Source: an optimization exercise on an open RTL-to-GDS flow (aim: small area, a short achievable clock period and few clock cycles per item). Production flows keep margins and buffers that such runs may drop.
Only simulation tests tie the RTL to the original design; equivalence was not proved.

==> flow/design.v <==
`timescale 1ns / 1ps
module top_sha(input clk,rst,byte_rdy,byte_stop,input [7:0] data_in,
					output overflow_err,output [255:0] Hash_Digest, output hashing_done
    );
	localparam [31:0] IV0 = 32'h6a09e667, IV1 = 32'hbb67ae85,
	                  IV2 = 32'h3c6ef372, IV3 = 32'ha54ff53a,
	                  IV4 = 32'h510e527f, IV5 = 32'h9b05688c,
	                  IV6 = 32'h1f83d9ab, IV7 = 32'h5be0cd19;
	function [31:0] csa_s;
		input [31:0] x, y, z;
		csa_s = x ^ y ^ z;
	endfunction
	function [31:0] csa_c;
		input [31:0] x, y, z;
		csa_c = {((x & y) | (z & (x | y))), 1'b0} ;
	endfunction
	reg [5:0] len;           
	reg       stp;           
	reg [6:0] lcnt;          
	reg [6:0] kidx;          
	reg       kst;           
	reg       ev;            
	reg       av;            
	reg       elast;         
	reg       efin;          
	reg       edone;         
	reg       alast;         
	reg       done_r;
	reg       ovf_r;
	reg [31:0] w1,w2,w3,w4,w5,w6,w7,w8,w9,w10,w11,w12,w13,w14,w15;
	reg [31:0] X;            
	reg [31:0] KW;           
	reg [31:0] T1;           
	reg [31:0] a,b,c,d,e,f,g,h;
	wire [5:0] len_nx = len + 6'd1;
	wire ld_msg = byte_rdy & (len[1:0] == 2'd3);
	wire ld_pad = (stp | byte_stop) & (lcnt < 7'd67);
	wire ld     = ld_msg | ld_pad;
	wire sh     = (byte_rdy & (len[1:0] == 2'd0) & (len != 6'd0)) |
	              (ld_pad & ~((lcnt == {3'd0, len[5:2]}) & (len[1:0] != 2'd0)));
	reg [31:0] padw;
	always @(*) begin
		case (len[1:0])
			2'd0: padw = 32'h80000000;
			2'd1: padw = {w15[7:0], 24'h800000};
			2'd2: padw = {w15[15:0], 16'h8000};
			default: padw = {w15[23:0], 8'h80};
		endcase
	end
	wire [31:0] s0w = {w2[6:0],w2[31:7]} ^ {w2[17:0],w2[31:18]} ^ (w2 >> 3);
	wire [31:0] s1w = {w15[16:0],w15[31:17]} ^ {w15[18:0],w15[31:19]} ^ (w15 >> 10);
	wire [31:0] xs1 = csa_s(w10, w1, s0w);
	wire [31:0] xc1 = csa_c(w10, w1, s0w);
	wire [31:0] wexp = csa_s(xs1, xc1, s1w) + csa_c(xs1, xc1, s1w);
	reg [31:0] wnew;
	always @(*) begin
		if (byte_rdy)
			wnew = {w15[23:0], data_in};
		else if (lcnt[6])
			wnew = 32'd0;
		else if (lcnt[5:4] != 2'd0)
			wnew = X;
		else if (lcnt[3:0] == len[5:2])
			wnew = padw;
		else if (lcnt[3:0] == 4'd15)
			wnew = {23'd0, len, 3'd0};
		else
			wnew = 32'd0;
	end
	reg [31:0] K;
	always @(*) begin
		case (kidx)
			7'd0: K = 32'h428a2f98; 7'd1: K = 32'h71374491; 7'd2: K = 32'hb5c0fbcf; 7'd3: K = 32'he9b5dba5;
			7'd4: K = 32'h3956c25b; 7'd5: K = 32'h59f111f1; 7'd6: K = 32'h923f82a4; 7'd7: K = 32'hab1c5ed5;
			7'd8: K = 32'hd807aa98; 7'd9: K = 32'h12835b01; 7'd10: K = 32'h243185be; 7'd11: K = 32'h550c7dc3;
			7'd12: K = 32'h72be5d74; 7'd13: K = 32'h80deb1fe; 7'd14: K = 32'h9bdc06a7; 7'd15: K = 32'hc19bf174;
			7'd16: K = 32'he49b69c1; 7'd17: K = 32'hefbe4786; 7'd18: K = 32'h0fc19dc6; 7'd19: K = 32'h240ca1cc;
			7'd20: K = 32'h2de92c6f; 7'd21: K = 32'h4a7484aa; 7'd22: K = 32'h5cb0a9dc; 7'd23: K = 32'h76f988da;
			7'd24: K = 32'h983e5152; 7'd25: K = 32'ha831c66d; 7'd26: K = 32'hb00327c8; 7'd27: K = 32'hbf597fc7;
			7'd28: K = 32'hc6e00bf3; 7'd29: K = 32'hd5a79147; 7'd30: K = 32'h06ca6351; 7'd31: K = 32'h14292967;
			7'd32: K = 32'h27b70a85; 7'd33: K = 32'h2e1b2138; 7'd34: K = 32'h4d2c6dfc; 7'd35: K = 32'h53380d13;
			7'd36: K = 32'h650a7354; 7'd37: K = 32'h766a0abb; 7'd38: K = 32'h81c2c92e; 7'd39: K = 32'h92722c85;
			7'd40: K = 32'ha2bfe8a1; 7'd41: K = 32'ha81a664b; 7'd42: K = 32'hc24b8b70; 7'd43: K = 32'hc76c51a3;
			7'd44: K = 32'hd192e819; 7'd45: K = 32'hd6990624; 7'd46: K = 32'hf40e3585; 7'd47: K = 32'h106aa070;
			7'd48: K = 32'h19a4c116; 7'd49: K = 32'h1e376c08; 7'd50: K = 32'h2748774c; 7'd51: K = 32'h34b0bcb5;
			7'd52: K = 32'h391c0cb3; 7'd53: K = 32'h4ed8aa4a; 7'd54: K = 32'h5b9cca4f; 7'd55: K = 32'h682e6ff3;
			7'd56: K = 32'h748f82ee; 7'd57: K = 32'h78a5636f; 7'd58: K = 32'h84c87814; 7'd59: K = 32'h8cc70208;
			7'd60: K = 32'h90befffa; 7'd61: K = 32'ha4506ceb; 7'd62: K = 32'hbef9a3f7; 7'd63: K = 32'h177fcb71;
			7'd64: K = IV7; 7'd65: K = IV6; 7'd66: K = IV5; default: K = 32'd0;
		endcase
	end
	wire [31:0] hsel = ev ? g : h;
	wire [31:0] ks1 = csa_s(K, w15, hsel);
	wire [31:0] kc1 = csa_c(K, w15, hsel);
	wire [31:0] kw_nx = ks1 + kc1;
	wire [31:0] S0 = {a[1:0],a[31:2]} ^ {a[12:0],a[31:13]} ^ {a[21:0],a[31:22]};
	wire [31:0] S1 = {e[5:0],e[31:6]} ^ {e[10:0],e[31:11]} ^ {e[24:0],e[31:25]};
	wire [31:0] MJ = (a & b) | (c & (a | b));
	wire [31:0] CH = (e & f) | (~e & g);
	wire [31:0] dsel = av ? c : d;
	wire [31:0] us = csa_s(KW, CH, S1);
	wire [31:0] uc = csa_c(KW, CH, S1);
	wire [31:0] e_nx  = csa_s(us, uc, dsel) + csa_c(us, uc, dsel);
	wire [31:0] t1k = elast ? 32'h18fb93e8 : 32'd0;
	wire [31:0] t1_nx = csa_s(us, uc, t1k) + csa_c(us, uc, t1k);
	wire [31:0] a_nx  = csa_s(S0, MJ, T1) + csa_c(S0, MJ, T1);
	always @(posedge clk) begin
		if (!rst) begin
			len <= 6'd0;
			stp <= 1'b0;
			lcnt <= 7'd0;
			kidx <= 7'd0;
			efin <= 1'b0;
			edone <= 1'b0;
			kst <= 1'b0;
			ev <= 1'b0;
			av <= 1'b0;
			elast <= 1'b0;
			alast <= 1'b0;
			done_r <= 1'b0;
			ovf_r <= 1'b0;
		end else begin
			if (byte_rdy) begin
				len <= len_nx;
			end
			if (byte_stop) stp <= 1'b1;
			ovf_r <= ((byte_rdy ? len_nx : len) == 6'd55) & ~byte_stop;
			if (ld) lcnt <= lcnt + 7'd1;
			kst <= ld;
			ev <= kst;
			av <= ev & ~efin;
			if (kst) begin
				kidx <= kidx + 7'd1;
				elast <= (kidx == 7'd63);
				efin <= kidx[6];
				edone <= (kidx == 7'd66);
			end
			if (ev) alast <= elast;
			if (ev & edone) done_r <= 1'b1;
		end
	end
	always @(posedge clk) begin
		KW <= kw_nx;
		T1 <= t1_nx;
		X <= wexp;
	end
	always @(posedge clk) begin
		if (sh) begin
			w1 <= w2; w2 <= w3; w3 <= w4; w4 <= w5; w5 <= w6; w6 <= w7; w7 <= w8;
			w8 <= w9; w9 <= w10; w10 <= w11; w11 <= w12; w12 <= w13; w13 <= w14; w14 <= w15;
		end
		if (byte_rdy | ld_pad)
			w15 <= wnew;
	end
	always @(posedge clk) begin
		if (!rst) begin
			a <= IV0; b <= IV1; c <= IV2; d <= IV3;
			e <= IV4; f <= IV5; g <= IV6; h <= IV7;
		end else begin
			if (av) begin
				a <= a_nx;
				if (alast) begin
					b <= a + IV1; c <= b + IV2; d <= c + IV3;
				end else begin
					b <= a; c <= b; d <= c;
				end
			end
			if (ev) begin
				e <= efin ? KW : e_nx;
				f <= e; g <= f; h <= g;
			end
		end
	end
	assign Hash_Digest = {a, b, c, d, h, e, f, g};
	assign hashing_done = done_r;
	assign overflow_err = ovf_r;
endmodule
==> flow/config.mk <==
export PLATFORM = sky130hd
export DESIGN_NAME = top_sha
export DESIGN_NICKNAME = top_sha
export VERILOG_FILES = /design/flow/design.v
export SDC_FILE = /design/flow/constraint.sdc
export NUM_CORES = 4
export LEC_CHECK = 0
export ABC_AREA = 1
export CAP_MARGIN = 20
export CORE_MARGIN = 2
export CORE_UTILIZATION = 40
export SETUP_SLACK_MARGIN = 4.6
export SLEW_MARGIN = 20
==> flow/constraint.sdc <==
create_clock -name core_clock -period 8.0 [get_ports {clk}]
set_input_delay 1.6000 -clock core_clock [delete_from_list [all_inputs] [get_ports {clk}]]
set_output_delay 1.6000 -clock core_clock [all_outputs]
set_load 0.01 [all_outputs]
standard.sh (not shown) runs the stock make flow with config.mk's settings and CLKGATE_MAP_FILE= SYNTH_SCRIPT=/design/flow/synth_recipe.tcl, a recipe that flattens the netlist after the stock synthesis.
==> flow/flow/run.sh <==
#!/bin/bash
# Standard layout, with the smallest buffer on the ports.
set -euo pipefail
export BUFFER_PORTS_ARGS="-buffer_cell sky130_fd_sc_hd__buf_1"
bash standard.sh > standard_make.log 2>&1
The starting point went through all stages and came out clean.
Testbench counts at the start, summed over its fixed seeds: cycles 34,787, items 384.
==> next run, changes <==
--- a/flow/config.mk
+++ b/flow/config.mk
@@ -11,2 +11,2 @@
-export CORE_UTILIZATION = 40
-export SETUP_SLACK_MARGIN = 4.6
+export CORE_UTILIZATION = 55
+export SETUP_SLACK_MARGIN = 4.4
The new run completed with no timing, DRC or antenna violations; area after synthesis does not change; critical path depth falls by 1; hold slack gets worse by 0.037 ns; via count grows by about 2.8%.
==> next run, changes <==
==> flow/run.sh (new file) <==
#!/bin/bash
# synth_recipe.tcl (not shown) runs the flow's synth.tcl, then flattens the netlist and writes it again
# the make line also repeats each setting of config.mk as NAME=value (left out here)
make -C /OpenROAD-flow-scripts/flow DESIGN_CONFIG=/design/flow/config.mk WORK_HOME=/design/flow/orfs CLKGATE_MAP_FILE= SYNTH_SCRIPT=/design/flow/synth_recipe.tcl finish
--- a/flow/config.mk
+++ b/flow/config.mk
@@ -11,2 +11,2 @@
-export CORE_UTILIZATION = 55
-export SETUP_SLACK_MARGIN = 4.4
+export CORE_UTILIZATION = 40
+export SETUP_SLACK_MARGIN = 4.3
removed: flow/flow/run.sh
removed: flow/standard.sh
Effect: Synthesized area stays the same; worst setup slack is better by 0.20 ns.
==> next run, changes <==
==> flow/flow/run.sh (new file) <==
#!/bin/bash
# Standard layout, with the smallest buffer on the ports.
set -euo pipefail
export BUFFER_PORTS_ARGS="-buffer_cell sky130_fd_sc_hd__buf_1"
bash standard.sh > standard_make.log 2>&1
==> flow/standard.sh (new file) <==
#!/bin/bash
# synth_recipe.tcl (not shown) runs the flow's synth.tcl, then flattens the netlist and writes it again
# the make line also repeats each setting of config.mk as NAME=value (left out here)
make -C /OpenROAD-flow-scripts/flow DESIGN_CONFIG=/design/flow/config.mk WORK_HOME=/design/flow/orfs CLKGATE_MAP_FILE= SYNTH_SCRIPT=/design/flow/synth_recipe.tcl "${@:-finish}"
removed: flow/run.sh
Final area drops by 1.3%.
Count of clock-buffer cells in the layout is higher by 4.
Global-route usage is lower by 0.83 points.
Final cell count rises by 0.32%.
Worst setup slack is worse by 0.018 ns.
Hold slack loses 0.016 ns.
Synthesized cell count is unchanged.
Via count is higher by 0.38%.

[re-timing with driven ports]
In the flow no input, the clock included, has a driving cell. The finished layouts below were timed again as built, in two steps.
Step 1 sets driving cells, clkbuf_16 on the clock port and buf_2 on the other inputs (assumed; they add their load-dependent delay and slew).
Step 2, shift: input delay + t, output delay - t, t = (earliest + latest rising clock arrival at the registers) / 2. This alone moves slack from input paths to output paths.
Three values: ideal, step 1, step 2; two values: the first two.
run	shift t [ns]	setup WS [ns]	worst setup path after step 2	clock arrival spread, ns	worst register clock-pin slew, ns
the first run	0.788	4.251 / 4.251 / 3.864	input to register	0.029 / 0.030	0.07 / 0.07
the second run	0.776	4.093 / 4.093 / 3.642	input to register	0.073 / 0.073	0.07 / 0.07
the third run	0.795	4.290 / 4.214 / 3.513	input to register	0.062 / 0.063	0.08 / 0.08
the fourth run	0.804	4.272 / 4.272 / 3.658	input to register	0.057 / 0.057	0.08 / 0.08
After both steps every run listed still meets setup and hold. The setup slack of the third run, which loses most, moves by -0.076 ns with the drivers and by -0.777 ns with both steps.
